This is an optimization exercise on Yosys and OpenROAD, whose aim is a short achievable clock period and few clock cycles, not a production implementation.
Function was not checked in any run shown here: the RTL went through the layout flow alone.
Power is estimated from default activity; no workload was simulated.

## flow/flow/run.sh

```bash
#!/bin/bash
# Standard layout, with timing repair aimed well below the design's
# clock period (the constraints are unchanged; only the repair target).
set -euo pipefail
MARGIN=${MARGIN:-7.3}
bash standard.sh SETUP_SLACK_MARGIN=$MARGIN TNS_END_PERCENT=100 finish > standard.log 2>&1
```

## flow/standard.sh

```bash
#!/bin/bash
# synth_recipe.tcl (not shown) runs the flow's synth.tcl, then flattens the netlist and writes it again
# the make line also repeats each setting of config.mk as NAME=value (left out here)
make -C /OpenROAD-flow-scripts/flow DESIGN_CONFIG=/design/flow/config.mk WORK_HOME=/design/flow/orfs CLKGATE_MAP_FILE= SYNTH_SCRIPT=/design/flow/synth_recipe.tcl "${@:-finish}"
```

## flow/config.mk

```make
export PLATFORM = sky130hd
export DESIGN_NAME = wisc_proc
export DESIGN_NICKNAME = wisc_proc
export VERILOG_FILES = /design/flow/design.v
export SDC_FILE = /design/flow/constraint.sdc
export NUM_CORES = 4
export LEC_CHECK = 0
export CAP_MARGIN = 20
export CORE_MARGIN = 2
export CORE_UTILIZATION = 40
export PLACE_DENSITY = 0.6
export SETUP_SLACK_MARGIN = 5
export SLEW_MARGIN = 20
export SYNTH_HIERARCHICAL = 1
export SYNTH_MINIMUM_KEEP_SIZE = 0
export TNS_END_PERCENT = 100
```

## flow/constraint.sdc

```tcl
create_clock -name core_clock -period 10.5 [get_ports {clk}]
set_input_delay 2.1000 -clock core_clock [delete_from_list [all_inputs] [get_ports {clk}]]
set_output_delay 2.1000 -clock core_clock [all_outputs]
set_load 0.01 [all_outputs]
```

## flow/design.v

```verilog
module ks_add16 (
	input [15:0] a,
	input [15:0] b,
	input cin,
	output [15:0] s,
	output cout
	);
	wire [15:0] p0 = a ^ b;
	wire [15:0] g0 = (a & b) | {15'b0, p0[0] & cin};
	wire [15:0] pp0 = {p0[15:1], 1'b0};
	wire [15:0] g1 = g0 | (pp0 & {g0[14:0], 1'b0});
	wire [15:0] p1 = pp0 & {pp0[14:0], 1'b0};
	wire [15:0] g2 = g1 | (p1 & {g1[13:0], 2'b0});
	wire [15:0] p2 = p1 & {p1[13:0], 2'b0};
	wire [15:0] g3 = g2 | (p2 & {g2[11:0], 4'b0});
	wire [15:0] p3 = p2 & {p2[11:0], 4'b0};
	wire [15:0] g4 = g3 | (p3 & {g3[7:0], 8'b0});
	assign s = p0 ^ {g4[14:0], cin};
	assign cout = g4[15];
endmodule
module ks_add8 (
	input [7:0] a,
	input [7:0] b,
	output [7:0] s,
	output cout
	);
	wire [7:0] p0 = a ^ b;
	wire [7:0] g0 = a & b;
	wire [7:0] g1 = g0 | (p0 & {g0[6:0], 1'b0});
	wire [7:0] p1 = p0 & {p0[6:0], 1'b0};
	wire [7:0] g2 = g1 | (p1 & {g1[5:0], 2'b0});
	wire [7:0] p2 = p1 & {p1[5:0], 2'b0};
	wire [7:0] g3 = g2 | (p2 & {g2[3:0], 4'b0});
	assign s = p0 ^ {g3[6:0], 1'b0};
	assign cout = g3[7];
endmodule
module ao4x16 (
	input s0, input [15:0] d0,
	input s1, input [15:0] d1,
	input s2, input [15:0] d2,
	input s3, input [15:0] d3,
	output [15:0] y
	);
	assign y = ({16{s0}} & d0) | ({16{s1}} & d1) | ({16{s2}} & d2) | ({16{s3}} & d3);
endmodule
module ao5x16 (
	input s0, input [15:0] d0,
	input s1, input [15:0] d1,
	input s2, input [15:0] d2,
	input s3, input [15:0] d3,
	input s4, input [15:0] d4,
	output [15:0] y
	);
	assign y = ({16{s0}} & d0) | ({16{s1}} & d1) | ({16{s2}} & d2) | ({16{s3}} & d3) |
	           ({16{s4}} & d4);
endmodule
module ftgt (
	input [7:0] lo,
	input c8,
	input neg,
	input [7:0] ph, input [7:0] ph_m1, input [7:0] ph_p1,
	output [15:0] tgt
	);
	wire [7:0] h0 = neg ? ph_m1 : ph;
	wire [7:0] h1 = neg ? ph : ph_p1;
	assign tgt = {c8 ? h1 : h0, lo};
endmodule
module wisc_proc (
	input clk,
	input rst,
	output [15:0] imem_addr,
	input [15:0] imem_rdata,
	output [15:0] dmem_addr,
	output [15:0] dmem_wdata,
	output dmem_en,
	output dmem_wr,
	input [15:0] dmem_rdata,
	output halt
	);
	localparam PRED = 1;
	localparam OP_HALT = 5'b00000, OP_NOP = 5'b00001;
	localparam OP_ADDI = 5'b01000, OP_SUBI = 5'b01001, OP_XORI = 5'b01010, OP_ANDNI = 5'b01011;
	localparam OP_ROLI = 5'b10100, OP_SLLI = 5'b10101, OP_RORI = 5'b10110, OP_SRLI = 5'b10111;
	localparam OP_ST = 5'b10000, OP_LD = 5'b10001, OP_STU = 5'b10011;
	localparam OP_BTR = 5'b11001, OP_ARI = 5'b11011, OP_SHR = 5'b11010;
	localparam OP_SEQ = 5'b11100, OP_SLT = 5'b11101, OP_SLE = 5'b11110, OP_SCO = 5'b11111;
	localparam OP_BEQZ = 5'b01100, OP_BNEZ = 5'b01101, OP_BLTZ = 5'b01110, OP_BGEZ = 5'b01111;
	localparam OP_LBI = 5'b11000, OP_SLBI = 5'b10010;
	localparam OP_J = 5'b00100, OP_JR = 5'b00101, OP_JAL = 5'b00110, OP_JALR = 5'b00111;
	reg [15:0] pc_f;
	reg        v_d;
	reg [15:0] ir_d, pcp2_d;
	reg        pred_d;
	reg        halted;
	reg        v_e;
	reg [15:0] a_e, b_e, sd_e;
	reg [2:0]  wr_e;
	reg        we_e, ld_e, st_e;
	reg        sub_e;                         
	reg        s_add, s_xor, s_andn, s_sh, s_btr, s_cmp, s_passb, s_slbi;
	reg [1:0]  shk_e;                         
	reg [1:0]  cmk_e;                         
	reg [15:0] dmem_addr_m, dmem_wdata_m;
	reg        en_m, wr_m_st;
	reg        ldv_m;
	reg [2:0]  wr_m;
	reg [15:0] rf0, rf1, rf2, rf3, rf4, rf5, rf6, rf7;
	function [15:0] rfread(input [2:0] s, input [15:0] r0, input [15:0] r1, input [15:0] r2,
		input [15:0] r3, input [15:0] r4, input [15:0] r5, input [15:0] r6, input [15:0] r7);
		case (s)
			3'd0: rfread = r0; 3'd1: rfread = r1; 3'd2: rfread = r2; 3'd3: rfread = r3;
			3'd4: rfread = r4; 3'd5: rfread = r5; 3'd6: rfread = r6; default: rfread = r7;
		endcase
	endfunction
	wire [16:0] sum_e;
	wire [15:0] dsub_e;
	ks_add16 u_add_e (.a(a_e), .b(b_e), .cin(1'b0), .s(sum_e[15:0]), .cout(sum_e[16]));
	wire ge_ba_e;                                  
	ks_add16 u_sub_e (.a(~a_e), .b(b_e), .cin(1'b1), .s(dsub_e), .cout(ge_ba_e));
	wire [3:0] sa = b_e[3:0];
	wire [3:0] amt = shk_e[1] ? (4'd0 - sa) : sa;
	wire [15:0] r1 = amt[0] ? {a_e[14:0], a_e[15]} : a_e;
	wire [15:0] r2 = amt[1] ? {r1[13:0], r1[15:14]} : r1;
	wire [15:0] r4 = amt[2] ? {r2[11:0], r2[15:12]} : r2;
	wire [15:0] r8 = amt[3] ? {r4[7:0], r4[15:8]} : r4;
	reg [15:0] shm;
	integer si;
	always @(*) begin
		for (si = 0; si < 16; si = si + 1)
			case (shk_e)
				2'd1: shm[si] = (si >= sa);
				2'd3: shm[si] = (si + sa <= 15);
				default: shm[si] = 1'b1;
			endcase
	end
	wire [15:0] sh_e = r8 & shm;
	wire eq_e = (a_e == b_e);
	wire sgn_d = a_e[15] ^ b_e[15];
	wire lt_e = sgn_d ? a_e[15] : (ge_ba_e & ~eq_e);
	wire le_e = sgn_d ? a_e[15] : ge_ba_e;
	reg cm_e;
	always @(*) begin
		case (cmk_e)
			2'd0: cm_e = eq_e;
			2'd1: cm_e = lt_e;
			2'd2: cm_e = le_e;
			default: cm_e = sum_e[16];
		endcase
	end
	wire [15:0] btr_e;
	genvar gi;
	generate for (gi = 0; gi < 16; gi = gi + 1) begin : g_btr
		assign btr_e[gi] = a_e[15 - gi];
	end endgenerate
	wire [15:0] fast_e = s_slbi ? {a_e[7:0], b_e[7:0]} : b_e;
	wire [15:0] early_e =
		({16{s_xor}} & (a_e ^ b_e)) |
		({16{s_andn}} & (a_e & ~b_e)) |
		({16{s_sh}} & sh_e) |
		({16{s_btr}} & btr_e) |
		({16{s_passb | s_slbi}} & fast_e);
	wire [15:0] res_e;
	ao4x16 u_res (.s0(s_add), .d0(sum_e[15:0]), .s1(sub_e), .d1(dsub_e),
		.s2(s_cmp), .d2({15'b0, cm_e}), .s3(1'b1), .d3(early_e), .y(res_e));
	wire e_wr = v_e & we_e & ~ld_e;           
	wire e_fast = s_passb | s_slbi;
	wire [4:0] op = ir_d[15:11];
	wire [2:0] rs = ir_d[10:8];
	wire [2:0] rt = ir_d[7:5];
	wire [2:0] rdr = ir_d[4:2];
	wire [1:0] fn = ir_d[1:0];
	wire vd = v_d & ~halted & ~mis_e;           
	wire [15:0] sx5 = {{11{ir_d[4]}}, ir_d[4:0]};
	wire [15:0] zx5 = {11'b0, ir_d[4:0]};
	wire [15:0] sx8 = {{8{ir_d[7]}}, ir_d[7:0]};
	wire [15:0] zx8 = {8'b0, ir_d[7:0]};
	wire [15:0] sx11 = {{5{ir_d[10]}}, ir_d[10:0]};
	wire i_alui  = (op[4:2] == 3'b010);                   
	wire i_shi   = (op[4:2] == 3'b101);                   
	wire i_st    = (op == OP_ST) | (op == OP_STU);
	wire i_stu   = (op == OP_STU);
	wire i_ld    = (op == OP_LD);
	wire i_btr   = (op == OP_BTR);
	wire i_ari   = (op == OP_ARI);
	wire i_shr   = (op == OP_SHR);
	wire i_cmp   = (op[4:2] == 3'b111);
	wire i_br    = (op[4:2] == 3'b011);
	wire i_lbi   = (op == OP_LBI);
	wire i_slbi  = (op == OP_SLBI);
	wire i_j     = (op == OP_J) | (op == OP_JAL);
	wire i_jr    = (op == OP_JR) | (op == OP_JALR);
	wire i_link  = (op == OP_JAL) | (op == OP_JALR);
	wire i_halt  = (op == OP_HALT);
	wire use_rs = i_alui | i_shi | i_st | i_ld | i_btr | i_ari | i_shr | i_cmp | i_br | i_slbi | i_jr;
	wire use_rt = i_ari | i_shr | i_cmp | i_st;
	wire writes = i_alui | i_shi | i_ld | i_stu | i_btr | i_ari | i_shr | i_cmp | i_lbi | i_slbi | i_link;
	wire [2:0] dst = (i_alui | i_shi | i_ld) ? rt :
	                 (i_stu | i_lbi | i_slbi) ? rs :
	                 i_link ? 3'd7 : rdr;
	wire [15:0] rf_a = rfread(rs, rf0, rf1, rf2, rf3, rf4, rf5, rf6, rf7);
	wire [15:0] rf_b = rfread(rt, rf0, rf1, rf2, rf3, rf4, rf5, rf6, rf7);
	reg hit_ea, hit_eb, hit_ma, hit_mb, ldh_a, ldh_b;
	wire [15:0] fa, fb;
	ao4x16 u_fa (.s0(hit_ea), .d0(res_e), .s1(~hit_ea & hit_ma), .d1(dmem_rdata),
		.s2(~hit_ea & ~hit_ma), .d2(rf_a), .s3(1'b0), .d3(16'b0), .y(fa));
	ao4x16 u_fb (.s0(hit_eb), .d0(res_e), .s1(~hit_eb & hit_mb), .d1(dmem_rdata),
		.s2(~hit_eb & ~hit_mb), .d2(rf_b), .s3(1'b0), .d3(16'b0), .y(fb));
	wire stall_ld = (use_rs & ldh_a) | (use_rt & ldh_b);
	wire stall_jr = i_jr & ((hit_ea & ~e_fast) | hit_ma);
	wire stall = vd & (stall_ld | stall_jr);
	wire zadd_e = ((a_e ^ b_e) == {a_e[14:0] | b_e[14:0], 1'b0});      
	wire zsub_e = ((~a_e ^ b_e) == {~a_e[14:0] | b_e[14:0], 1'b1});    
	wire e_zq = s_add | sub_e | s_xor;             
	wire ze_e = s_add ? zadd_e : sub_e ? zsub_e : eq_e;
	wire br_late = (hit_ea & ~e_fast & ~(e_zq & ~op[1])) | (~hit_ea & hit_ma);
	wire [7:0] rz = {rf7 == 16'b0, rf6 == 16'b0, rf5 == 16'b0, rf4 == 16'b0,
	                 rf3 == 16'b0, rf2 == 16'b0, rf1 == 16'b0, rf0 == 16'b0};
	wire [7:0] rn = {rf7[15], rf6[15], rf5[15], rf4[15], rf3[15], rf2[15], rf1[15], rf0[15]};
	wire fe_zero = (fast_e == 16'b0);
	wire a_zero = hit_ea ? (e_zq ? ze_e : fe_zero) : rz[rs];
	wire a_neg = hit_ea ? fast_e[15] : rn[rs];
	reg br_taken;
	always @(*) begin
		case (op[1:0])
			2'b00: br_taken = a_zero;
			2'b01: br_taken = ~a_zero;
			2'b10: br_taken = a_neg;
			default: br_taken = ~a_neg;
		endcase
	end
	reg        br_e, bpred_e;
	reg [1:0]  bop_e;
	reg [15:0] btgt_e, bfall_e;
	wire ae_zero = (a_e == 16'b0);
	reg btaken_e;
	always @(*) begin
		case (bop_e)
			2'b00: btaken_e = ae_zero;
			2'b01: btaken_e = ~ae_zero;
			2'b10: btaken_e = a_e[15];
			default: btaken_e = ~a_e[15];
		endcase
	end
	wire mis_e = v_e & br_e & (btaken_e != bpred_e);
	wire [15:0] mis_pc = btaken_e ? btgt_e : bfall_e;
	wire [15:0] tgt_pc, tgt_jr_rf, tgt_jr_e;
	ks_add16 u_add_pc (.a(pcp2_d), .b(i_j ? sx11 : sx8), .cin(1'b0), .s(tgt_pc), .cout());
	wire [15:0] jt0, jt1, jt2, jt3, jt4, jt5, jt6, jt7;
	ks_add16 u_jt0 (.a(rf0), .b(sx8), .cin(1'b0), .s(jt0), .cout());
	ks_add16 u_jt1 (.a(rf1), .b(sx8), .cin(1'b0), .s(jt1), .cout());
	ks_add16 u_jt2 (.a(rf2), .b(sx8), .cin(1'b0), .s(jt2), .cout());
	ks_add16 u_jt3 (.a(rf3), .b(sx8), .cin(1'b0), .s(jt3), .cout());
	ks_add16 u_jt4 (.a(rf4), .b(sx8), .cin(1'b0), .s(jt4), .cout());
	ks_add16 u_jt5 (.a(rf5), .b(sx8), .cin(1'b0), .s(jt5), .cout());
	ks_add16 u_jt6 (.a(rf6), .b(sx8), .cin(1'b0), .s(jt6), .cout());
	ks_add16 u_jt7 (.a(rf7), .b(sx8), .cin(1'b0), .s(jt7), .cout());
	assign tgt_jr_rf = rfread(rs, jt0, jt1, jt2, jt3, jt4, jt5, jt6, jt7);
	ks_add16 u_add_je (.a(fast_e), .b(sx8), .cin(1'b0), .s(tgt_jr_e), .cout());
	wire [15:0] tgt_jr = hit_ea ? tgt_jr_e : tgt_jr_rf;
	wire br_off = |ir_d[7:0];
	wire br_now = i_br & br_off & ~br_late;
	wire redir_t = (br_now & br_taken & ~pred_d) | (i_j & ~pred_d) | i_jr;    
	wire redir_n = br_now & ~br_taken & pred_d;                              
	wire redirect = vd & ~stall & (redir_t | redir_n);
	wire [15:0] redir_pc = i_jr ? tgt_jr : redir_n ? pcp2_d : tgt_pc;
	wire imm_s5 = i_alui & ~op[1] | i_st | i_ld;      
	wire use_b = i_ari | i_shr | i_cmp;
	wire [15:0] imm_d =
	                  imm_s5 ? sx5 :
	                  i_lbi ? sx8 :
	                  i_slbi ? zx8 :
	                  i_link ? pcp2_d : zx5;
	wire [15:0] b_d;
	ao4x16 u_bd (.s0(use_b & hit_eb), .d0(res_e), .s1(use_b & ~hit_eb & hit_mb), .d1(dmem_rdata),
		.s2(use_b & ~hit_eb & ~hit_mb), .d2(rf_b), .s3(~use_b), .d3(imm_d), .y(b_d));
	wire [15:0] pcp2_f = pc_f + 16'd2;
	wire [4:0] fop = imem_rdata[15:11];
	wire f_j = (fop == OP_J) | (fop == OP_JAL);
	wire f_bb = (fop[4:2] == 3'b011) & (imem_rdata[7] | fop[0]);
	wire f_short = (imem_rdata[10:8] == {3{imem_rdata[7]}});
	wire f_pred = (PRED != 0) & ((f_j & f_short) | f_bb);
	wire [8:0] f_lo;
	ks_add8 u_add_f (.a(pcp2_f[7:0]), .b(imem_rdata[7:0]), .s(f_lo[7:0]), .cout(f_lo[8]));
	wire [7:0] ph = pcp2_f[15:8];
	wire [7:0] ph_m1 = ph - 8'd1, ph_p1 = ph + 8'd1;
	wire [15:0] f_tgt;
	ftgt u_ftgt (.lo(f_lo[7:0]), .c8(f_lo[8]), .neg(imem_rdata[7]), .ph(ph), .ph_m1(ph_m1),
		.ph_p1(ph_p1), .tgt(f_tgt));
	wire sel_mis = ~rst & mis_e;
	wire sel_red = ~rst & redirect;               
	wire sel_hold = ~rst & stall;                 
	wire quiet = ~rst & ~mis_e & ~redirect & ~stall;
	wire sel_f = quiet & f_pred;
	wire sel_seq = quiet & ~f_pred;
	wire [15:0] pc_next;
	ao5x16 u_pcn (.s0(sel_f), .d0(f_tgt), .s1(sel_mis), .d1(mis_pc), .s2(sel_red), .d2(redir_pc),
		.s3(sel_hold), .d3(pc_f), .s4(sel_seq), .d4(pcp2_f), .y(pc_next));
	always @(posedge clk)
		pc_f <= pc_next;
	always @(posedge clk) begin
		if (rst) begin
			v_d <= 1'b0;
			pred_d <= 1'b0;
		end else if (mis_e | redirect) begin
			v_d <= 1'b0;
			pred_d <= 1'b0;
		end else if (!stall) begin
			v_d <= 1'b1;
			pred_d <= f_pred;
		end
	end
	always @(posedge clk) begin
		if (!stall) begin
			ir_d <= imem_rdata;
			pcp2_d <= pcp2_f;
		end
	end
	always @(posedge clk) begin
		if (rst)
			halted <= 1'b0;
		else if (vd & i_halt)
			halted <= 1'b1;
	end
	assign halt = halted;
	wire [2:0] rs_n = stall ? rs : imem_rdata[10:8];
	wire [2:0] rt_n = stall ? rt : imem_rdata[7:5];
	wire go_e = vd & ~stall;
	wire ew_n = go_e & writes & ~i_ld;
	wire el_n = go_e & i_ld;
	wire ml_n = v_e & ld_e;
	always @(posedge clk) begin
		if (rst) begin
			hit_ea <= 1'b0; hit_eb <= 1'b0; hit_ma <= 1'b0; hit_mb <= 1'b0;
			ldh_a <= 1'b0; ldh_b <= 1'b0;
		end else begin
			hit_ea <= ew_n & (dst == rs_n);
			hit_eb <= ew_n & (dst == rt_n);
			ldh_a <= el_n & (dst == rs_n);
			ldh_b <= el_n & (dst == rt_n);
			hit_ma <= ml_n & (wr_e == rs_n);
			hit_mb <= ml_n & (wr_e == rt_n);
		end
	end
	always @(posedge clk) begin
		if (rst)
			v_e <= 1'b0;
		else
			v_e <= vd & ~stall;
	end
	always @(posedge clk) begin
		a_e <= fa;
		b_e <= b_d;
		sd_e <= fb;
		wr_e <= dst;
		we_e <= writes;
		ld_e <= i_ld;
		st_e <= i_st;
		sub_e <= (op == OP_SUBI) | (i_ari & (fn == 2'b01));
		s_add <= (op == OP_ADDI) | (i_ari & (fn == 2'b00)) | i_st | i_ld;
		s_xor <= (op == OP_XORI) | (i_ari & (fn == 2'b10));
		s_andn <= (op == OP_ANDNI) | (i_ari & (fn == 2'b11));
		s_sh <= i_shi | i_shr;
		shk_e <= i_shi ? op[1:0] : fn;
		s_btr <= i_btr;
		s_cmp <= i_cmp;
		cmk_e <= op[1:0];
		s_passb <= i_lbi | i_link;
		br_e <= i_br & br_off & br_late;
		bpred_e <= pred_d;
		bop_e <= op[1:0];
		btgt_e <= tgt_pc;
		bfall_e <= pcp2_d;
		s_slbi <= i_slbi;
	end
	always @(posedge clk) begin
		if (rst) begin
			en_m <= 1'b0;
			wr_m_st <= 1'b0;
			ldv_m <= 1'b0;
		end else begin
			en_m <= v_e & (ld_e | st_e);
			wr_m_st <= v_e & st_e;
			ldv_m <= v_e & ld_e;
		end
	end
	always @(posedge clk) begin
		dmem_addr_m <= sum_e[15:0];
		dmem_wdata_m <= sd_e;
		wr_m <= wr_e;
	end
	assign imem_addr = pc_f;
	assign dmem_addr = dmem_addr_m;
	assign dmem_wdata = dmem_wdata_m;
	assign dmem_en = en_m;
	assign dmem_wr = wr_m_st;
	wire [7:0] we_dec_e = e_wr ? (8'b1 << wr_e) : 8'b0;
	wire [7:0] we_dec_m = ldv_m ? (8'b1 << wr_m) : 8'b0;
	wire [7:0] rsel_e = {8{~rst}} & we_dec_e;
	wire [7:0] rsel_m = {8{~rst}} & ~we_dec_e & we_dec_m;
	wire [7:0] rsel_h = {8{~rst}} & ~we_dec_e & ~we_dec_m;
	wire [15:0] rd0, rd1, rd2, rd3, rd4, rd5, rd6, rd7;
	ao4x16 u_rw0 (.s0(rsel_e[0]), .d0(res_e), .s1(rsel_m[0]), .d1(dmem_rdata), .s2(rsel_h[0]), .d2(rf0), .s3(1'b0), .d3(16'b0), .y(rd0));
	ao4x16 u_rw1 (.s0(rsel_e[1]), .d0(res_e), .s1(rsel_m[1]), .d1(dmem_rdata), .s2(rsel_h[1]), .d2(rf1), .s3(1'b0), .d3(16'b0), .y(rd1));
	ao4x16 u_rw2 (.s0(rsel_e[2]), .d0(res_e), .s1(rsel_m[2]), .d1(dmem_rdata), .s2(rsel_h[2]), .d2(rf2), .s3(1'b0), .d3(16'b0), .y(rd2));
	ao4x16 u_rw3 (.s0(rsel_e[3]), .d0(res_e), .s1(rsel_m[3]), .d1(dmem_rdata), .s2(rsel_h[3]), .d2(rf3), .s3(1'b0), .d3(16'b0), .y(rd3));
	ao4x16 u_rw4 (.s0(rsel_e[4]), .d0(res_e), .s1(rsel_m[4]), .d1(dmem_rdata), .s2(rsel_h[4]), .d2(rf4), .s3(1'b0), .d3(16'b0), .y(rd4));
	ao4x16 u_rw5 (.s0(rsel_e[5]), .d0(res_e), .s1(rsel_m[5]), .d1(dmem_rdata), .s2(rsel_h[5]), .d2(rf5), .s3(1'b0), .d3(16'b0), .y(rd5));
	ao4x16 u_rw6 (.s0(rsel_e[6]), .d0(res_e), .s1(rsel_m[6]), .d1(dmem_rdata), .s2(rsel_h[6]), .d2(rf6), .s3(1'b0), .d3(16'b0), .y(rd6));
	ao4x16 u_rw7 (.s0(rsel_e[7]), .d0(res_e), .s1(rsel_m[7]), .d1(dmem_rdata), .s2(rsel_h[7]), .d2(rf7), .s3(1'b0), .d3(16'b0), .y(rd7));
	always @(posedge clk) begin
		rf0 <= rd0; rf1 <= rd1; rf2 <= rd2; rf3 <= rd3;
		rf4 <= rd4; rf5 <= rd5; rf6 <= rd6; rf7 <= rd7;
	end
endmodule
```

==> flow_summary.ini, run 1 <==
[route]
routed_wl_mm = 146
avgViaCountPerCell = 6.54
post_drt_wl_per_cell_microns = 28.8
drc_errors = 0
dr.first_iter.drc_count = 4866
postRouteAntennaNets = 0
num_vias = 33200
drtPass1Iterations = 9

[timing]
hold_violations = 0
worstMarginPinSlew_ns = 1.22
maxSlewViolCount = 0
fin_crit_ns = 3.94
finClkSkew_ns = 0.0386
relSlewSlack_pct = 16.5
tns_ns = 0
grt_setup_unrepaired = true
fin_crit_sh_pct = 37.6
setup_violations = 0
fmax_mhz = 254

[setup_path]
endpoint_kind = flip-flop
regToRegStartpoint = rf1[0]
worstPathArrival_ns = 4.40
reg2reg_depth = 15
cp_data_required_time_ns = 10.96
critPathLaunchType = primary input
worst-setup-path-type = in -> reg
crit_path_end = pc_f[8]
reg2reg_to = pc_f[14]
reg2reg_slack_ns = 6.56
worstSetupStartpoint = imem_rdata[0]
cp_max_fo = 4

[finish]
syn2layout_area_growth_pct = 23.2
most-common-layout-cells = nand2_1, a22oi_2, dfxtp_1, ha_1, conb_1
nets = 4275
drive_gt1_share_pct = 30.4
layout_commonest_cell = nand2_1
postLayoutCoreUtil_pct = 49.7
n_fill_cell = 7528

[flow_run]
maxCapViolations = 0

[clock_network]
clock-sinks = 325
htreeDepth = 2
cts_tree = yes
cts_buffers = 39
cts-root-buf = clkbuf_16
cts_max_path_buffers = 3
clk_latency_ns = 0.60
cts.clk_slew.worst_paths_ns = 0.06

[global_routing]
first_global_vias = 30300
antenna_found_initial = 3
grt_max_degree = 61
grt_pass1_wl_mm = 208
grtUsageTotal_pct = 33.5
grt_overflow_total = 0

[die]
die_area_sq_um = 83200
io_pins = 85
core_sq_um = 80300
die_w_microns = 288
rows = 104
initial_core_util_pct = 40.3
die_h_microns = 288

[status]
status = no timing/DRC/antenna violations

[placed_design]
gp_congestion = 1.03
portBuffers = 84
place_hpwl_mm = 101

[power]
comb_power_share_pct = 48.0
p_leak_uw = 0.0159
power_uw = 6130
netSwitchingPower_uw = 2660
switching_share_pct = 43.5
p_per_area_nw_per_um2 = 154
p_clk_share_pct = 23.7
intPower_uw = 3460
ir_worst_vdd_uv = 109
p_seq_share_pct = 28.4

[min_path]
hold_class = reg -> reg

[yosys]
avgSynthCellArea_sq_um = 8.79
netlist_instances = 3679
synth_area_sq_um = 32400
ys.warnings.count = 7
==> routing by layer <==
metal  track usage, %  up-vias  wire (microns)
met5            0.341        -             141
met4             17.0        6            9030
met3             9.62      553           18400
met2             48.3     2237           59300
met1             45.3    16000           59000
li1                 -    14400               -
==> what timing repair did <==
item,CTS,global route
hold buffers,0,0
gates resized for setup,645,226
setup buffers,101,42
gates cloned,22,4
setup endpoints to repair,252,245
pin swaps,247,197
==> cell type report <==
cell class / instances / area [sq um] / share of cell area (%)
Multi-Input combinational cell: 3125 / 26400 / 66.2
Sequential cell: 325 / 6950 / 17.4
Timing Repair Buffer: 306 / 3140 / 7.87
Tap cell: 1060 / 1330 / 3.33
Clock buffer: 54 / 1140 / 2.87
Inverter: 181 / 702 / 1.76
Clock inverter: 17 / 191 / 0.480
Antenna cell: 4 / 10.0 / 0.0251
==> through the flow <==
stage | area (sq um) | setup slack, ns | instances | hold slack [ns]
2_1_floorplan | 33300 | 6.22 | 3875 | 0.310
3_3_place_gp | 34100 | 5.13 | 4823 | 0.311
3_5_place_dp | 34200 | 5.03 | 4824 | 0.315
4_1_cts | 38400 | 6.64 | 5018 | 0.329
5_1_grt | 39900 | 6.46 | 5068 | 0.333
6_report | 39900 | 6.56 | 5072 | 0.327
==> power by group through the flow <==
stage | clock network (uW) | logic [uW] | registers (uW)
after global placement | 0 | 2400 | 1730
final | 1450 | 2940 | 1740
after detailed placement | 0 | 2400 | 1730
after global routing | 1500 | 3100 | 1730
after CTS | 1450 | 2690 | 1700
after floorplan | 0 | 1720 | 1600
==> state kept, by name (all words and copies together), names as in the netlist, 16 cells and up <==
name	count
dmem_addr_m	16
btgt_e	16
a_e	16
dmem_wdata_m	16
pcp2_d	16
pc_f	16
rf4	16
rf0	16
rf6	16
b_e	16
rf1	16
rf2	16
rf7	16
rf5	16
sd_e	16
ir_d	16
rf3	16
bfall_e	16
==> how the worst min path moves through the flow <==
stage              from                to  depth (start not counted)
3_5_place_dp    sd_e[4]   dmem_wdata_m[4]                          0
2_1_floorplan   sd_e[0]   dmem_wdata_m[0]                          0
3_3_place_gp   sd_e[15]  dmem_wdata_m[15]                          0
5_1_grt         sd_e[4]   dmem_wdata_m[4]                          0
4_1_cts        sd_e[15]  dmem_wdata_m[15]                          0
6_report        sd_e[6]   dmem_wdata_m[6]                          0
==> worst max-delay path, cell delays in order <==
cell	delay, ns
buf_8	0.08
ha_4	0.13
inv_2	0.03
fa_2	0.36
nor2b_4	0.12
o21ai_2	0.08
a21oi_2	0.19
a211oi_2	0.08
a21oi_4	0.25
buf_12	0.15
buf_16	0.11
mux2i_1	0.17
mux2i_1	0.11
a222oi_1	0.38
nand2_1	0.08
==> run 2, diff against run 1 <==
--- a/flow/design.v
+++ b/flow/design.v
@@ -65,6 +65,15 @@
 	wire [7:0] h1 = neg ? ph : ph_p1;
 	assign tgt = {c8 ? h1 : h0, lo};
 endmodule
+module ao8x16 (
+	input [7:0] s,
+	input [15:0] d0, input [15:0] d1, input [15:0] d2, input [15:0] d3,
+	input [15:0] d4, input [15:0] d5, input [15:0] d6, input [15:0] d7,
+	output [15:0] y
+	);
+	assign y = ({16{s[0]}} & d0) | ({16{s[1]}} & d1) | ({16{s[2]}} & d2) | ({16{s[3]}} & d3) |
+	           ({16{s[4]}} & d4) | ({16{s[5]}} & d5) | ({16{s[6]}} & d6) | ({16{s[7]}} & d7);
+endmodule
 module wisc_proc (
 	input clk,
 	input rst,
@@ -254,15 +263,14 @@
 	ks_add16 u_jt5 (.a(rf5), .b(sx8), .cin(1'b0), .s(jt5), .cout());
 	ks_add16 u_jt6 (.a(rf6), .b(sx8), .cin(1'b0), .s(jt6), .cout());
 	ks_add16 u_jt7 (.a(rf7), .b(sx8), .cin(1'b0), .s(jt7), .cout());
-	assign tgt_jr_rf = rfread(rs, jt0, jt1, jt2, jt3, jt4, jt5, jt6, jt7);
+	ao8x16 u_jtsel (.s(8'b1 << rs), .d0(jt0), .d1(jt1), .d2(jt2), .d3(jt3), .d4(jt4), .d5(jt5),
+		.d6(jt6), .d7(jt7), .y(tgt_jr_rf));
 	ks_add16 u_add_je (.a(fast_e), .b(sx8), .cin(1'b0), .s(tgt_jr_e), .cout());
-	wire [15:0] tgt_jr = hit_ea ? tgt_jr_e : tgt_jr_rf;
 	wire br_off = |ir_d[7:0];
 	wire br_now = i_br & br_off & ~br_late;
 	wire redir_t = (br_now & br_taken & ~pred_d) | (i_j & ~pred_d) | i_jr;    
 	wire redir_n = br_now & ~br_taken & pred_d;                              
 	wire redirect = vd & ~stall & (redir_t | redir_n);
-	wire [15:0] redir_pc = i_jr ? tgt_jr : redir_n ? pcp2_d : tgt_pc;
 	wire imm_s5 = i_alui & ~op[1] | i_st | i_ld;      
 	wire use_b = i_ari | i_shr | i_cmp;
 	wire [15:0] imm_d =
@@ -292,9 +300,12 @@
 	wire quiet = ~rst & ~mis_e & ~redirect & ~stall;
 	wire sel_f = quiet & f_pred;
 	wire sel_seq = quiet & ~f_pred;
+	wire [7:0] pc_sel = {sel_seq, sel_hold, sel_mis, sel_f,
+	                     sel_red & ~i_jr & ~redir_n, sel_red & ~i_jr & redir_n,
+	                     sel_red & i_jr & ~hit_ea, sel_red & i_jr & hit_ea};
 	wire [15:0] pc_next;
-	ao5x16 u_pcn (.s0(sel_f), .d0(f_tgt), .s1(sel_mis), .d1(mis_pc), .s2(sel_red), .d2(redir_pc),
-		.s3(sel_hold), .d3(pc_f), .s4(sel_seq), .d4(pcp2_f), .y(pc_next));
+	ao8x16 u_pcn (.s(pc_sel), .d0(tgt_jr_e), .d1(tgt_jr_rf), .d2(pcp2_d), .d3(tgt_pc),
+		.d4(f_tgt), .d5(mis_pc), .d6(pc_f), .d7(pcp2_f), .y(pc_next));
 	always @(posedge clk)
 		pc_f <= pc_next;
 	always @(posedge clk) begin
--- a/flow/config.mk
+++ b/flow/config.mk
@@ -5,12 +5,12 @@
 export SDC_FILE = /design/flow/constraint.sdc
 export NUM_CORES = 4
 export LEC_CHECK = 0
-export CAP_MARGIN = 20
+export CAP_MARGIN = 40
 export CORE_MARGIN = 2
 export CORE_UTILIZATION = 40
 export PLACE_DENSITY = 0.6
 export SETUP_SLACK_MARGIN = 5
-export SLEW_MARGIN = 20
+export SLEW_MARGIN = 40
 export SYNTH_HIERARCHICAL = 1
 export SYNTH_MINIMUM_KEEP_SIZE = 0
 export TNS_END_PERCENT = 100
==> flow_summary.ini, run 2 <==
[timing]
worstMarginPinSlew_ns = 1.14
hold_violations = 0
maxSlewViolCount = 0
finClkSkew_ns = 0.0403
setup_violations = 0
grt_setup_unrepaired = true
fin_crit_sh_pct = 36.4
fmax_mhz = 262
tns_ns = 0
relSlewSlack_pct = 23.9
fin_crit_ns = 3.82

[global_routing]
antenna_found_initial = 4
grt_pass1_wl_mm = 209
grtUsageTotal_pct = 34.3
grt_max_degree = 57
grt_overflow_total = 0
first_global_vias = 29500

[route]
postRouteAntennaNets = 0
wl_met2_mm = 62.1
num_vias = 32500
wl_met1_mm = 60.2
drtPass1Iterations = 9
post_drt_wl_per_cell_microns = 29.6
avgViaCountPerCell = 6.45
drc_errors = 0
maxUsedRoutingLayer = met5
routed_wl_mm = 150
route.met3.wl_mm = 17.1
dr.first_iter.drc_count = 4167

[die]
core_sq_um = 79300
rows = 103
die_area_sq_um = 82700
initial_core_util_pct = 40.6
die_w_microns = 288
io_pins = 85
die_h_microns = 288

[power]
p_leak_uw = 0.0155
power_uw = 6530
p_per_area_nw_per_um2 = 168
p_clk_share_pct = 24.5
ir_worst_vdd_uv = 95.9
intPower_uw = 3680
p_seq_share_pct = 27.9
comb_power_share_pct = 47.6
switching_share_pct = 43.7
netSwitchingPower_uw = 2860

[clock_network]
cts_buffers = 40
htreeDepth = 2
cts-root-buf = clkbuf_16
cts.clk_slew.worst_paths_ns = 0.06
clock-sinks = 325
clk_latency_ns = 0.61
cts_max_path_buffers = 3
cts_hold_buf = 0
cts_tree = yes

[setup_path]
worst-setup-path-type = reg -> reg
worstPathArrival_ns = 4.29
crit_path_top_delay_cell = a22oi_1
endpoint_kind = flip-flop
cp_max_fo = 26
critPathLaunchType = flip-flop
critPathMaxStageDelay_ns = 0.52
cp_data_required_time_ns = 10.98
cp_cell_sequence = buf_4 -> ha_1 -> a211oi_1 -> o211ai_1 -> a21oi_2 -> o21ai_1 -> xor2_1 -> a22oi_1 -> nand4_1 -> a22oi_1 -> nand4_1

[finish]
layout_commonest_cell = nand2_1
drive_gt1_share_pct = 28.6
most-common-layout-cells = nand2_1, a22oi_2, dfxtp_1, ha_1, conb_1
nets = 4260
n_fill_cell = 7593
syn2layout_area_growth_pct = 21.0

[flow_run]
maxCapViolations = 0

[status]
status = no timing/DRC/antenna violations

[yosys]
avgSynthCellArea_sq_um = 8.76
synth_area_sq_um = 32200
ys.warnings.count = 7
netlist_instances = 3672

[placed_design]
place_hpwl_mm = 105
portBuffers = 84
gp_congestion = 1.03

[min_path]
hold_class = reg -> reg
## run 2: changes by cell type in the layout (fill, tap and decap cells not counted), sizes merged, moves of 16 or more
cell,delta
a22oi,+104
nand4,+31
nor2,-26
mux4,-21
a21oi,-20
xnor2,-19
xor2,+18
a222oi,-16
## run 2: worst paths after layout
| path | from | to | slack, ns | cells past startpoint |
|---|---|---|---|---|
| worst max-delay path | ir_d[1] | pc_f[13] | 6.68 | 11 |
| worst min-delay path | sd_e[4] | dmem_wdata_m[4] | 0.33 | 0 |
| worst max register to register | ir_d[1] | pc_f[13] | 6.68 | 11 |
| worst min register to register | sd_e[4] | dmem_wdata_m[4] | 0.33 | 0 |
## run 2: cell type report
cell class | count | area (sq um) | share of cell area [%]
Clock buffer | 43 | 1010 | 2.60
Multi-Input combinational cell | 3109 | 25600 | 65.7
Sequential cell | 325 | 6950 | 17.9
Timing Repair Buffer | 300 | 2820 | 7.25
Tap cell | 1050 | 1310 | 3.38
Clock inverter | 30 | 493 | 1.27
Inverter | 188 | 727 | 1.87
Antenna cell | 3 | 7.51 | 0.0193
## run 2: power by group through the flow
stage               sequential, uW  combinational (uW)  clock [uW]
floorplan                     1660                1830           0
finish                        1820                3110        1600
CTS                           1790                2790        1620
global placement              1830                2520           0
detailed placement            1830                2530           0
global route                  1810                3280        1670
## run 2: metal layers
layer  up-vias  track usage, %
met2      1914            50.7
met3       525            8.01
li1      14400               -
met1     15700            46.1
met5         -           0.523
met4         2            18.5
## run 2: per-stage QoR
| stage | std cells | hold WS [ns] | area (sq um) | util, % | setup slack, ns |
|---|---|---|---|---|---|
| 3_3_place_gp | 4806 | 0.311 | 33700 | 42.5 | 5.28 |
| 3_5_place_dp | 4810 | 0.315 | 33800 | 42.6 | 5.50 |
| 2_1_floorplan | 3868 | 0.310 | 33200 | - | 6.44 |
| 4_1_cts | 4986 | 0.328 | 37200 | 46.9 | 6.84 |
| 6_report | 5048 | 0.327 | 38900 | 49.1 | 6.68 |
| 5_1_grt | 5046 | 0.330 | 38900 | 49.1 | 6.64 |
## run 2: critical path: cells and delay by family (launching register included)
kind	cells	cell delay, ns
AOI/OAI and AO/OA	6	1.80
and+or+nand+nor	2	0.61
buffers and inverters	1	0.39
adders and majority gates	1	0.34
DFF	1	0.32
xor gates and xnor gates	1	0.18
## run 2: what timing repair did
action,in CTS,in global routing
pin swaps,124,216
buffers inserted,89,53
endpoints found under the setup margin,283,208
cloned,14,5
resized for setup,501,255
==> run 3, diff against run 2 <==
--- a/flow/design.v
+++ b/flow/design.v
@@ -127,11 +127,13 @@
 	wire ge_ba_e;                                  
 	ks_add16 u_sub_e (.a(~a_e), .b(b_e), .cin(1'b1), .s(dsub_e), .cout(ge_ba_e));
 	wire [3:0] sa = b_e[3:0];
-	wire [3:0] amt = shk_e[1] ? (4'd0 - sa) : sa;
-	wire [15:0] r1 = amt[0] ? {a_e[14:0], a_e[15]} : a_e;
-	wire [15:0] r2 = amt[1] ? {r1[13:0], r1[15:14]} : r1;
-	wire [15:0] r4 = amt[2] ? {r2[11:0], r2[15:12]} : r2;
-	wire [15:0] r8 = amt[3] ? {r4[7:0], r4[15:8]} : r4;
+	wire rgt = shk_e[1];
+	wire [3:0] sl = sa & {4{~rgt}};
+	wire [3:0] sr = sa & {4{rgt}};
+	wire [15:0] r1 = ({16{sl[0]}} & {a_e[14:0], a_e[15]}) | ({16{sr[0]}} & {a_e[0], a_e[15:1]}) | ({16{~sa[0]}} & a_e);
+	wire [15:0] r2 = ({16{sl[1]}} & {r1[13:0], r1[15:14]}) | ({16{sr[1]}} & {r1[1:0], r1[15:2]}) | ({16{~sa[1]}} & r1);
+	wire [15:0] r4 = ({16{sl[2]}} & {r2[11:0], r2[15:12]}) | ({16{sr[2]}} & {r2[3:0], r2[15:4]}) | ({16{~sa[2]}} & r2);
+	wire [15:0] r8 = sa[3] ? {r4[7:0], r4[15:8]} : r4;
 	reg [15:0] shm;
 	integer si;
 	always @(*) begin
@@ -145,17 +147,10 @@
 	wire [15:0] sh_e = r8 & shm;
 	wire eq_e = (a_e == b_e);
 	wire sgn_d = a_e[15] ^ b_e[15];
-	wire lt_e = sgn_d ? a_e[15] : (ge_ba_e & ~eq_e);
-	wire le_e = sgn_d ? a_e[15] : ge_ba_e;
-	reg cm_e;
-	always @(*) begin
-		case (cmk_e)
-			2'd0: cm_e = eq_e;
-			2'd1: cm_e = lt_e;
-			2'd2: cm_e = le_e;
-			default: cm_e = sum_e[16];
-		endcase
-	end
+	wire c_seq = cmk_e == 2'd0, c_slt = cmk_e == 2'd1, c_sle = cmk_e == 2'd2, c_sco = cmk_e == 2'd3;
+	wire cm_early = (c_seq & eq_e) | ((c_slt | c_sle) & sgn_d & a_e[15]);
+	wire k_ge = ~sgn_d & ((c_slt & ~eq_e) | c_sle);
+	wire cm_late = (k_ge & ge_ba_e) | (c_sco & sum_e[16]);
 	wire [15:0] btr_e;
 	genvar gi;
 	generate for (gi = 0; gi < 16; gi = gi + 1) begin : g_btr
@@ -167,10 +162,11 @@
 		({16{s_andn}} & (a_e & ~b_e)) |
 		({16{s_sh}} & sh_e) |
 		({16{s_btr}} & btr_e) |
-		({16{s_passb | s_slbi}} & fast_e);
+		({16{s_passb | s_slbi}} & fast_e) |
+		{15'b0, s_cmp & cm_early};
 	wire [15:0] res_e;
 	ao4x16 u_res (.s0(s_add), .d0(sum_e[15:0]), .s1(sub_e), .d1(dsub_e),
-		.s2(s_cmp), .d2({15'b0, cm_e}), .s3(1'b1), .d3(early_e), .y(res_e));
+		.s2(s_cmp), .d2({15'b0, cm_late}), .s3(1'b1), .d3(early_e), .y(res_e));
 	wire e_wr = v_e & we_e & ~ld_e;           
 	wire e_fast = s_passb | s_slbi;
 	wire [4:0] op = ir_d[15:11];
@@ -218,9 +214,8 @@
 	wire stall_jr = i_jr & ((hit_ea & ~e_fast) | hit_ma);
 	wire stall = vd & (stall_ld | stall_jr);
 	wire zadd_e = ((a_e ^ b_e) == {a_e[14:0] | b_e[14:0], 1'b0});      
-	wire zsub_e = ((~a_e ^ b_e) == {~a_e[14:0] | b_e[14:0], 1'b1});    
 	wire e_zq = s_add | sub_e | s_xor;             
-	wire ze_e = s_add ? zadd_e : sub_e ? zsub_e : eq_e;
+	wire ze_e = s_add ? zadd_e : eq_e;             
 	wire br_late = (hit_ea & ~e_fast & ~(e_zq & ~op[1])) | (~hit_ea & hit_ma);
 	wire [7:0] rz = {rf7 == 16'b0, rf6 == 16'b0, rf5 == 16'b0, rf4 == 16'b0,
 	                 rf3 == 16'b0, rf2 == 16'b0, rf1 == 16'b0, rf0 == 16'b0};
==> flow/flow/run.sh (replaced) <==
#!/bin/bash
# Standard layout, with timing repair aimed well below the design's
# clock period (the constraints are unchanged; only the repair target).
set -euo pipefail
MARGIN=${MARGIN:-6.9}
bash standard.sh SETUP_SLACK_MARGIN=$MARGIN TNS_END_PERCENT=100 finish > standard.log 2>&1
==> flow_summary.ini, run 3 <==
[setup_path]
critPathMaxStageDelay_ns = 0.56
crit_path_top_delay_cell = nand4_1
worst-setup-path-type = reg -> reg
endpoint_kind = flip-flop
cp_max_fo = 27
cp_data_required_time_ns = 10.96
path_delay_family = compound AO/OA/AOI/OAI gates
critPathLaunchType = flip-flop
worstPathArrival_ns = 4.24
path_buf_inv = 1
cp_cell_sequence = buf_4 -> ha_1 -> a211oi_1 -> o211ai_1 -> a21boi_2 -> a21boi_1 -> xnor2_1 -> a22oi_1 -> nand4_1 -> a22oi_1 -> nand4_1
reg2reg_slack_ns = 6.72

[timing]
fin_crit_sh_pct = 36.0
setup_ws_ns = 6.72
hold_violations = 0
worstMarginPinSlew_ns = 0.936
maxSlewViolCount = 0
relSlewSlack_pct = 37.6
grt_setup_unrepaired = true
holdWs_ns = 0.324
tns_ns = 0
setup_violations = 0
fmax_mhz = 264
finClkSkew_ns = 0.0388
fin_crit_ns = 3.78

[die]
die_h_microns = 290
initial_core_util_pct = 40.5
die_area_sq_um = 84000
core_sq_um = 80700
io_pins = 85
rows = 104
die_w_microns = 290

[global_routing]
grtUsageTotal_pct = 30.7
grt_max_degree = 50
first_global_vias = 28900
grt_pass1_wl_mm = 195
antenna_found_initial = 5
grt_overflow_total = 0

[route]
dr.first_iter.drc_count = 4379
drtPass1Iterations = 8
drc_errors = 0
avgViaCountPerCell = 6.40
num_vias = 32000
postRouteAntennaNets = 0
routed_wl_mm = 137
post_drt_wl_per_cell_microns = 27.3

[flow_run]
maxCapViolations = 0

[finish]
layout.cells.non_filler = 5001
most-common-layout-cells = nand2_1, a22oi_1, dfxtp_1, ha_1, conb_1
nets = 4212
drive_gt1_share_pct = 20.6
layout_commonest_cell = nand2_1
postLayoutCoreUtil_pct = 46.1
syn2layout_area_growth_pct = 13.9

[placed_design]
place_hpwl_mm = 98.4
gp_congestion = 1.02
portBuffers = 84
dp_slack_ns = 5.46
placed_cells = 4846

[yosys]
avgSynthCellArea_sq_um = 8.81
netlist_instances = 3709
ys.warnings.count = 7
synth_area_sq_um = 32700

[clock_network]
cts_buffers = 38
clk_latency_ns = 0.59
cts_max_path_buffers = 3
clock-sinks = 325
cts_tree = yes
htreeDepth = 2
cts.clk_slew.worst_paths_ns = 0.06
cts-root-buf = clkbuf_16

[min_path]
hold_class = reg -> reg

[power]
p_leak_uw = 0.0149
p_per_area_nw_per_um2 = 151
ir_worst_vdd_uv = 118

[status]
status = no timing/DRC/antenna violations
-- run 3: changes by cell type in the layout (fill, tap and decap cells not counted), moves of 21 or more --
cell             previous run  this run
a211oi_1                   31        52
clkdlybuf4s50_1             9        45
buf_6                      57        18
a22oi_2                   336       190
a22oi_1                   188       341
buf_2                      50        11
buf_4                     142        95
-- run 3: final timing paths --
| kind | start | endpoint | depth (start not counted) |
|---|---|---|---|
| worst max-delay path | ir_d[1] | pc_f[9] | 11 |
| worst min-delay path | sd_e[14] | dmem_wdata_m[14] | 0 |
| worst max register to register | ir_d[1] | pc_f[9] | 11 |
| worst min register to register | sd_e[14] | dmem_wdata_m[14] | 0 |
-- run 3: area by class of cell --
cell class                 instances  area (sq um)
multi-input combinational       3115         24500
clock inverter                    21           216
fill                            7914         43500
clock buffer                      48          1060
sequential                       325          6920
timing repair inverter             2          10.0
tap                             1060          1330
timing repair buffer             230          2370
inverter                         198           801
antenna                            2          5.00
-- run 3: repair_timing --
action	4_1_cts	5_1_grt
setup buffers	29	43
pin swaps	25	28
setup endpoints to repair	216	173
gates resized for setup	165	109
gates cloned	4	8
hold buffers	0	0
-- run 3: power by group --
part / switching (uW) / internal (uW) / total [uW]
Combinational: 1490 / 994 / 2490
Clock: 583 / 797 / 1380
Sequential: 297 / 1440 / 1730
Total: 2370 / 3230 / 5600
-- run 3: metrics by stage --
| stage | instance area (sq um) | power [uW] |
|---|---|---|
| 2_1_floorplan | 33500 | 3200 |
| 3_3_place_gp | 34000 | 3950 |
| 3_5_place_dp | 34100 | 3960 |
| 4_1_cts | 36200 | 5410 |
| 5_1_grt | 37200 | 5820 |
| 6_report | 37200 | 5600 |
-- run 3: layer usage --
| metal | vias to the layer above | GRT usage, % | routed length (microns) |
|---|---|---|---|
| met3 | 406 | 8.09 | 16300 |
| met4 | 2 | 17.4 | 8870 |
| li1 | 14400 | - | - |
| met1 | 15300 | 42.2 | 56600 |
| met2 | 1959 | 43.0 | 54700 |
| met5 | - | 0 | 81 |
==> run 4, diff against run 3 <==
==> flow/flow/run.sh (replaced) <==
#!/bin/bash
# Standard layout, with timing repair aimed well below the design's
# clock period (the constraints are unchanged; only the repair target).
set -euo pipefail
MARGIN=${MARGIN:-7.3}
bash standard.sh SETUP_SLACK_MARGIN=$MARGIN TNS_END_PERCENT=100 finish > standard.log 2>&1
==> flow_summary.ini, run 4 <==
[route]
drtPass1Iterations = 10
dr.first_iter.drc_count = 4956
drc_errors = 0
num_vias = 33200
avgViaCountPerCell = 6.48
postRouteAntennaNets = 0
post_drt_wl_per_cell_microns = 28.0
routed_wl_mm = 143

[timing]
fmax_mhz = 263
worstMarginPinSlew_ns = 1.16
setup_ws_ns = 6.70
tns_ns = 0
fin_crit_ns = 3.80
maxSlewViolCount = 0
relSlewSlack_pct = 22.2
setup_violations = 0
hold_violations = 0
fin_crit_sh_pct = 36.2
grt_setup_unrepaired = true
holdWs_ns = 0.324
finClkSkew_ns = 0.0419

[setup_path]
cp_max_fo = 5
reg2reg_slack_ns = 6.70
crit_path_top_delay_cell = dfxtp_1
cp_data_required_time_ns = 10.96
path_delay_family = compound AO/OA/AOI/OAI gates
path_buf_inv = 1
endpoint_kind = flip-flop
cp_cell_sequence = fa_1 -> inv_1 -> fa_1 -> nand2b_1 -> a21oi_2 -> o2111ai_1 -> nand2_1 -> xor2_1 -> a22oi_1 -> nand4_1 -> a22oi_1 -> nand4_1
critPathLaunchType = flip-flop
critPathMaxStageDelay_ns = 0.65
worst-setup-path-type = reg -> reg
worstPathArrival_ns = 4.26

[clock_network]
clk_latency_ns = 0.59
cts-root-buf = clkbuf_16
cts_max_path_buffers = 3
clock-sinks = 325
cts_tree = yes
cts_hold_buf = 0
htreeDepth = 2
cts_buffers = 39
cts.clk_slew.worst_paths_ns = 0.06

[min_path]
hold_class = reg -> reg

[finish]
drive_gt1_share_pct = 28.5
multi_input_area_sq_um = 25600
layout.cells.non_filler = 5121
syn2layout_area_growth_pct = 20.7
nets = 4333
most-common-layout-cells = nand2_1, a22oi_1, a22oi_2, dfxtp_1, ha_1
register_area_sq_um = 6990
layout_commonest_cell = nand2_1
n_fill_cell = 7690

[power]
p_per_area_nw_per_um2 = 150
ir_worst_vdd_uv = 112
power_uw = 5930
p_leak_uw = 0.0157

[die]
rows = 104
die_area_sq_um = 84000
io_pins = 85
initial_core_util_pct = 40.5
die_w_microns = 290
core_sq_um = 80700
die_h_microns = 290

[global_routing]
first_global_vias = 29600
grt_overflow_total = 0
grtUsageTotal_pct = 31.6
grt_pass1_wl_mm = 201
antenna_found_initial = 4
grt_max_degree = 66

[yosys]
synth_area_sq_um = 32700
netlist_instances = 3709
ys.warnings.count = 7
avgSynthCellArea_sq_um = 8.81

[placed_design]
placed_cells = 4844
dp_slack_ns = 5.49
gp_congestion = 1.02
portBuffers = 84
place_hpwl_mm = 97.9

[status]
status = no timing/DRC/antenna violations

[flow_run]
maxCapViolations = 0
-- run 4: cell count changes in the layout (fill, tap and decap cells not counted), sizes merged, moves of 2 or more --
cell / change
inv: -6
nand2: +8
clkinvlp: +7
dlygate4sd2: -14
clkdlybuf4s50: -34
clkdlybuf4s15: +2
clkinv: -3
bufbuf: +5
buf: +160
-- run 4: worst paths after layout --
check        startpoint          endpoint  cells past startpoint
max reg2reg      rf3[0]          pc_f[12]                     12
min reg2reg    sd_e[14]  dmem_wdata_m[14]                      0
max              rf3[0]          pc_f[12]                     12
min            sd_e[14]  dmem_wdata_m[14]                      0
-- run 4: what timing repair did --
action | 4_1_cts | 5_1_grt
endpoints found under the setup margin | 288 | 201
gates resized for setup | 487 | 263
cloned | 15 | 8
pin swaps | 54 | 152
setup buffers | 90 | 93
-- run 4: power breakdown --
part           internal, uW  switching (uW)
sequential             1440             285
combinational          1120            1640
clock                   845             601
total                  3400            2530
-- run 4: cell type report --
class | count | share of cell area (%)
flip-flops and latches | 325 | 17.7
inverters | 198 | 2.06
multi-input cells | 3122 | 64.9
well taps | 1060 | 3.36
repair buffers | 343 | 8.49
clock buffers | 52 | 2.89
repair inverters | 2 | 0.0412
diodes | 1 | 0.00634
clock inverters | 18 | 0.555
-- run 4: worst reg2reg max path, delay by kind of cell, from the launching register on --
| family | cells | cell delay (ns) |
|---|---|---|
| compound gates | 4 | 1.18 |
| simple gates | 4 | 0.95 |
| fa+ha+maj | 2 | 0.74 |
| flops | 1 | 0.65 |
| buf+inv | 1 | 0.07 |
| xor+xnor | 1 | 0.06 |
-- run 4: per-layer routing --
layer | vias to the layer above | GRT usage [%] | share of wire [%]
met4 | 4 | 15.3 | 6.5
met5 | - | 0.567 | 0.061
met2 | 2208 | 46.3 | 41
met1 | 15800 | 43.4 | 41
li1 | 14600 | - | -
met3 | 510 | 7.50 | 12
-- run 4: through the flow --
stage,cell area (sq um),utilization (%)
2_1_floorplan,33600,-
6_report,39400,48.9
4_1_cts,37400,46.3
5_1_grt,39400,48.9
3_3_place_gp,34100,42.3
3_5_place_dp,34200,42.3
==> run 5, diff against run 4 <==
--- a/flow/design.v
+++ b/flow/design.v
@@ -74,6 +74,19 @@
 	assign y = ({16{s[0]}} & d0) | ({16{s[1]}} & d1) | ({16{s[2]}} & d2) | ({16{s[3]}} & d3) |
 	           ({16{s[4]}} & d4) | ({16{s[5]}} & d5) | ({16{s[6]}} & d6) | ({16{s[7]}} & d7);
 endmodule
+module add_sx8 (
+	input [15:0] a,
+	input [7:0] imm,
+	output [15:0] s
+	);
+	wire [7:0] lo;
+	wire c8;
+	ks_add8 u_lo (.a(a[7:0]), .b(imm), .s(lo), .cout(c8));
+	wire [7:0] hm1 = a[15:8] - 8'd1;
+	wire [7:0] hp1 = a[15:8] + 8'd1;
+	wire [7:0] hi = c8 ? (imm[7] ? a[15:8] : hp1) : (imm[7] ? hm1 : a[15:8]);
+	assign s = {hi, lo};
+endmodule
 module wisc_proc (
 	input clk,
 	input rst,
@@ -250,17 +263,17 @@
 	wire [15:0] tgt_pc, tgt_jr_rf, tgt_jr_e;
 	ks_add16 u_add_pc (.a(pcp2_d), .b(i_j ? sx11 : sx8), .cin(1'b0), .s(tgt_pc), .cout());
 	wire [15:0] jt0, jt1, jt2, jt3, jt4, jt5, jt6, jt7;
-	ks_add16 u_jt0 (.a(rf0), .b(sx8), .cin(1'b0), .s(jt0), .cout());
-	ks_add16 u_jt1 (.a(rf1), .b(sx8), .cin(1'b0), .s(jt1), .cout());
-	ks_add16 u_jt2 (.a(rf2), .b(sx8), .cin(1'b0), .s(jt2), .cout());
-	ks_add16 u_jt3 (.a(rf3), .b(sx8), .cin(1'b0), .s(jt3), .cout());
-	ks_add16 u_jt4 (.a(rf4), .b(sx8), .cin(1'b0), .s(jt4), .cout());
-	ks_add16 u_jt5 (.a(rf5), .b(sx8), .cin(1'b0), .s(jt5), .cout());
-	ks_add16 u_jt6 (.a(rf6), .b(sx8), .cin(1'b0), .s(jt6), .cout());
-	ks_add16 u_jt7 (.a(rf7), .b(sx8), .cin(1'b0), .s(jt7), .cout());
+	add_sx8 u_jt0 (.a(rf0), .imm(ir_d[7:0]), .s(jt0));
+	add_sx8 u_jt1 (.a(rf1), .imm(ir_d[7:0]), .s(jt1));
+	add_sx8 u_jt2 (.a(rf2), .imm(ir_d[7:0]), .s(jt2));
+	add_sx8 u_jt3 (.a(rf3), .imm(ir_d[7:0]), .s(jt3));
+	add_sx8 u_jt4 (.a(rf4), .imm(ir_d[7:0]), .s(jt4));
+	add_sx8 u_jt5 (.a(rf5), .imm(ir_d[7:0]), .s(jt5));
+	add_sx8 u_jt6 (.a(rf6), .imm(ir_d[7:0]), .s(jt6));
+	add_sx8 u_jt7 (.a(rf7), .imm(ir_d[7:0]), .s(jt7));
 	ao8x16 u_jtsel (.s(8'b1 << rs), .d0(jt0), .d1(jt1), .d2(jt2), .d3(jt3), .d4(jt4), .d5(jt5),
 		.d6(jt6), .d7(jt7), .y(tgt_jr_rf));
-	ks_add16 u_add_je (.a(fast_e), .b(sx8), .cin(1'b0), .s(tgt_jr_e), .cout());
+	add_sx8 u_add_je (.a(fast_e), .imm(ir_d[7:0]), .s(tgt_jr_e));
 	wire br_off = |ir_d[7:0];
 	wire br_now = i_br & br_off & ~br_late;
 	wire redir_t = (br_now & br_taken & ~pred_d) | (i_j & ~pred_d) | i_jr;    
==> flow_summary.ini, run 5 <==
[min_path]
hold_depth = 0
hp-start = sd_e[12]
hold_end = dmem_wdata_m[12]
hold_class = reg -> reg

[setup_path]
cp_common_cell = nand4_1
reg2reg_depth = 13
crit_path_top_delay_cell = or4b_4
worstPathArrival_ns = 4.61
cp_data_required_time_ns = 10.97
cp_cell_sequence = buf_12 -> buf_16 -> ha_2 -> or3_1 -> a211oi_2 -> a21oi_4 -> or4b_4 -> o32ai_2 -> xor2_1 -> a22oi_1 -> nand4_1 -> a22oi_2 -> nand4_1
reg2reg_slack_ns = 6.36
critPathMaxStageDelay_ns = 0.56
reg2reg_to = pc_f[13]
critPathLaunchType = flip-flop
endpoint_kind = flip-flop
worst-setup-path-type = reg -> reg
cp_max_fo = 28
regToRegStartpoint = ir_d[5]

[timing]
holdWs_ns = 0.324
finClkSkew_ns = 0.0388
maxSlewViolCount = 0
fin_crit_sh_pct = 39.4
setup_violations = 0
setup_ws_ns = 6.36
tns_ns = 0
fin_crit_ns = 4.14
fmax_mhz = 242
grt_setup_unrepaired = true
hold_violations = 0
worstMarginPinSlew_ns = 1.04
relSlewSlack_pct = 30.5

[route]
post_drt_wl_per_cell_microns = 27.3
dr.first_iter.drc_count = 3829
routed_wl_mm = 134
drc_errors = 0
avgViaCountPerCell = 6.33
postRouteAntennaNets = 0
num_vias = 31000
drtPass1Iterations = 9

[power]
p_per_area_nw_per_um2 = 162
ir_worst_vdd_uv = 124
p_leak_uw = 0.0153

[finish]
syn2layout_area_growth_pct = 23.6
drive_gt1_share_pct = 31.2
layout_commonest_cell = nand2_1
most-common-layout-cells = nand2_1, a22oi_2, dfxtp_1, a22oi_1, conb_1
postLayoutCoreUtil_pct = 49.7
nets = 4068
final_area_sq_um = 38400

[die]
die_w_microns = 283
rows = 102
die_h_microns = 283
core_sq_um = 77200
die_area_sq_um = 79900
initial_core_util_pct = 40.2
io_pins = 85

[clock_network]
cts_tree = yes
clk_latency_ns = 0.61
cts_buffers = 42
cts_hold_buf = 0
cts.clk_slew.worst_paths_ns = 0.06
cts-root-buf = clkbuf_16
cts_max_path_buffers = 3
htreeDepth = 2
clock-sinks = 325

[placed_design]
portBuffers = 84
dp_slack_ns = 5.49
place_area_sq_um = 32500
gp_congestion = 1.01
place_hpwl_mm = 89.9

[global_routing]
grtUsageTotal_pct = 31.4
grt_max_degree = 70
antenna_found_initial = 2
grt_overflow_total = 0
grt_pass1_wl_mm = 188
first_global_vias = 28600

[flow_run]
maxCapViolations = 0

[status]
status = no timing/DRC/antenna violations

[yosys]
synth_area_sq_um = 31100
avgSynthCellArea_sq_um = 8.90
ys.warnings.count = 7
netlist_instances = 3491
==> run 5: worst max-delay path by stage <==
stage,slack (ns),startpoint,cells after the start,end
after detailed placement,5.49,imem_rdata[0],13,pc_f[12]
after global routing,6.33,ir_d[0],19,pc_f[12]
final,6.36,ir_d[5],13,pc_f[13]
after floorplan,6.44,imem_rdata[0],14,pc_f[11]
after global placement,5.17,imem_rdata[7],8,pc_f[11]
after CTS,6.53,ir_d[5],13,pc_f[13]
==> run 5: worst max-delay path, delay by kind of cell (launching register included) <==
family          cells  cell delay, ns
compound gates      5            1.32
xor+xnor            1            0.10
fa+ha+maj           1            0.22
buf+inv             2            0.33
flops               1            0.41
simple gates        4            1.59
==> run 5: layout make-up <==
type / instances / area, sq um
inverters: 186 / 751
diodes: 2 / 5.00
repair buffers: 352 / 3570
clock inverters: 21 / 279
clock buffers: 55 / 1180
flip-flops and latches: 325 / 7000
fillers: 7230 / 38800
well taps: 1040 / 1300
multi-input cells: 2913 / 24300
==> run 5: repair_timing <==
action / in CTS / in global routing
endpoints found under the setup margin: 289 / 198
setup buffers: 121 / 63
gates resized for setup: 544 / 304
pin swaps: 78 / 169
gates cloned: 13 / 13
==> run 5: where the power goes <==
| group | total [uW] | internal, uW | switching, uW |
|---|---|---|---|
| clock | 1580 | 927 | 653 |
| sequential | 1820 | 1490 | 334 |
| combinational | 2820 | 1220 | 1610 |
| total | 6230 | 3640 | 2590 |
==> run 5: stage by stage <==
stage / total power, uW / instances
CTS: 5880 / 4815
floorplan: 3360 / 3678
detailed placement: 4050 / 4605
finish: 6230 / 4894
global route: 6490 / 4894
global placement: 4030 / 4603
==> run 5: per-layer routing <==
metal	GRT usage, %	vias to the layer above	share of wire [%]
li1	-	13700	-
met1	41.0	14900	40
met2	48.0	1892	43
met3	6.48	500	11
met4	18.1	0	6.6
met5	0	-	0

port drivers added, routing unchanged:
The results above use ideal ports. As a check the final layouts listed here were re-extracted and re-timed, cells and wires unchanged. Step 1 assumes that a clkbuf_16 drives the clock port and a buf_2 every other input. Step 2 adds t to the input delays and takes it off the output delays; t is the mean of the earliest and latest rising clock arrival at the registers after step 1. Input paths then give back, and output paths get back, about the clock's delay inside the block. Three values: no drivers, after step 1, after step 2; two values: the first two.
run | shift t [ns] | setup WS [ns] | slew at the worst register clock pin (ns)
run 1 | 0.650 | 6.557 / 6.559 / 5.916 | 0.07 / 0.07
run 2 | 0.652 | 6.683 / 6.683 / 6.115 | 0.07 / 0.07
run 3 | 0.628 | 6.716 / 6.716 / 6.159 | 0.07 / 0.07
run 4 | 0.631 | 6.704 / 6.704 / 6.162 | 0.07 / 0.07
run 5 | 0.665 | 6.360 / 6.360 / 6.115 | 0.07 / 0.07
After both steps setup and hold are still met in every run listed. The setup slack of run 1, which loses most, moves by +0.002 ns with the drivers and by -0.641 ns with both steps.
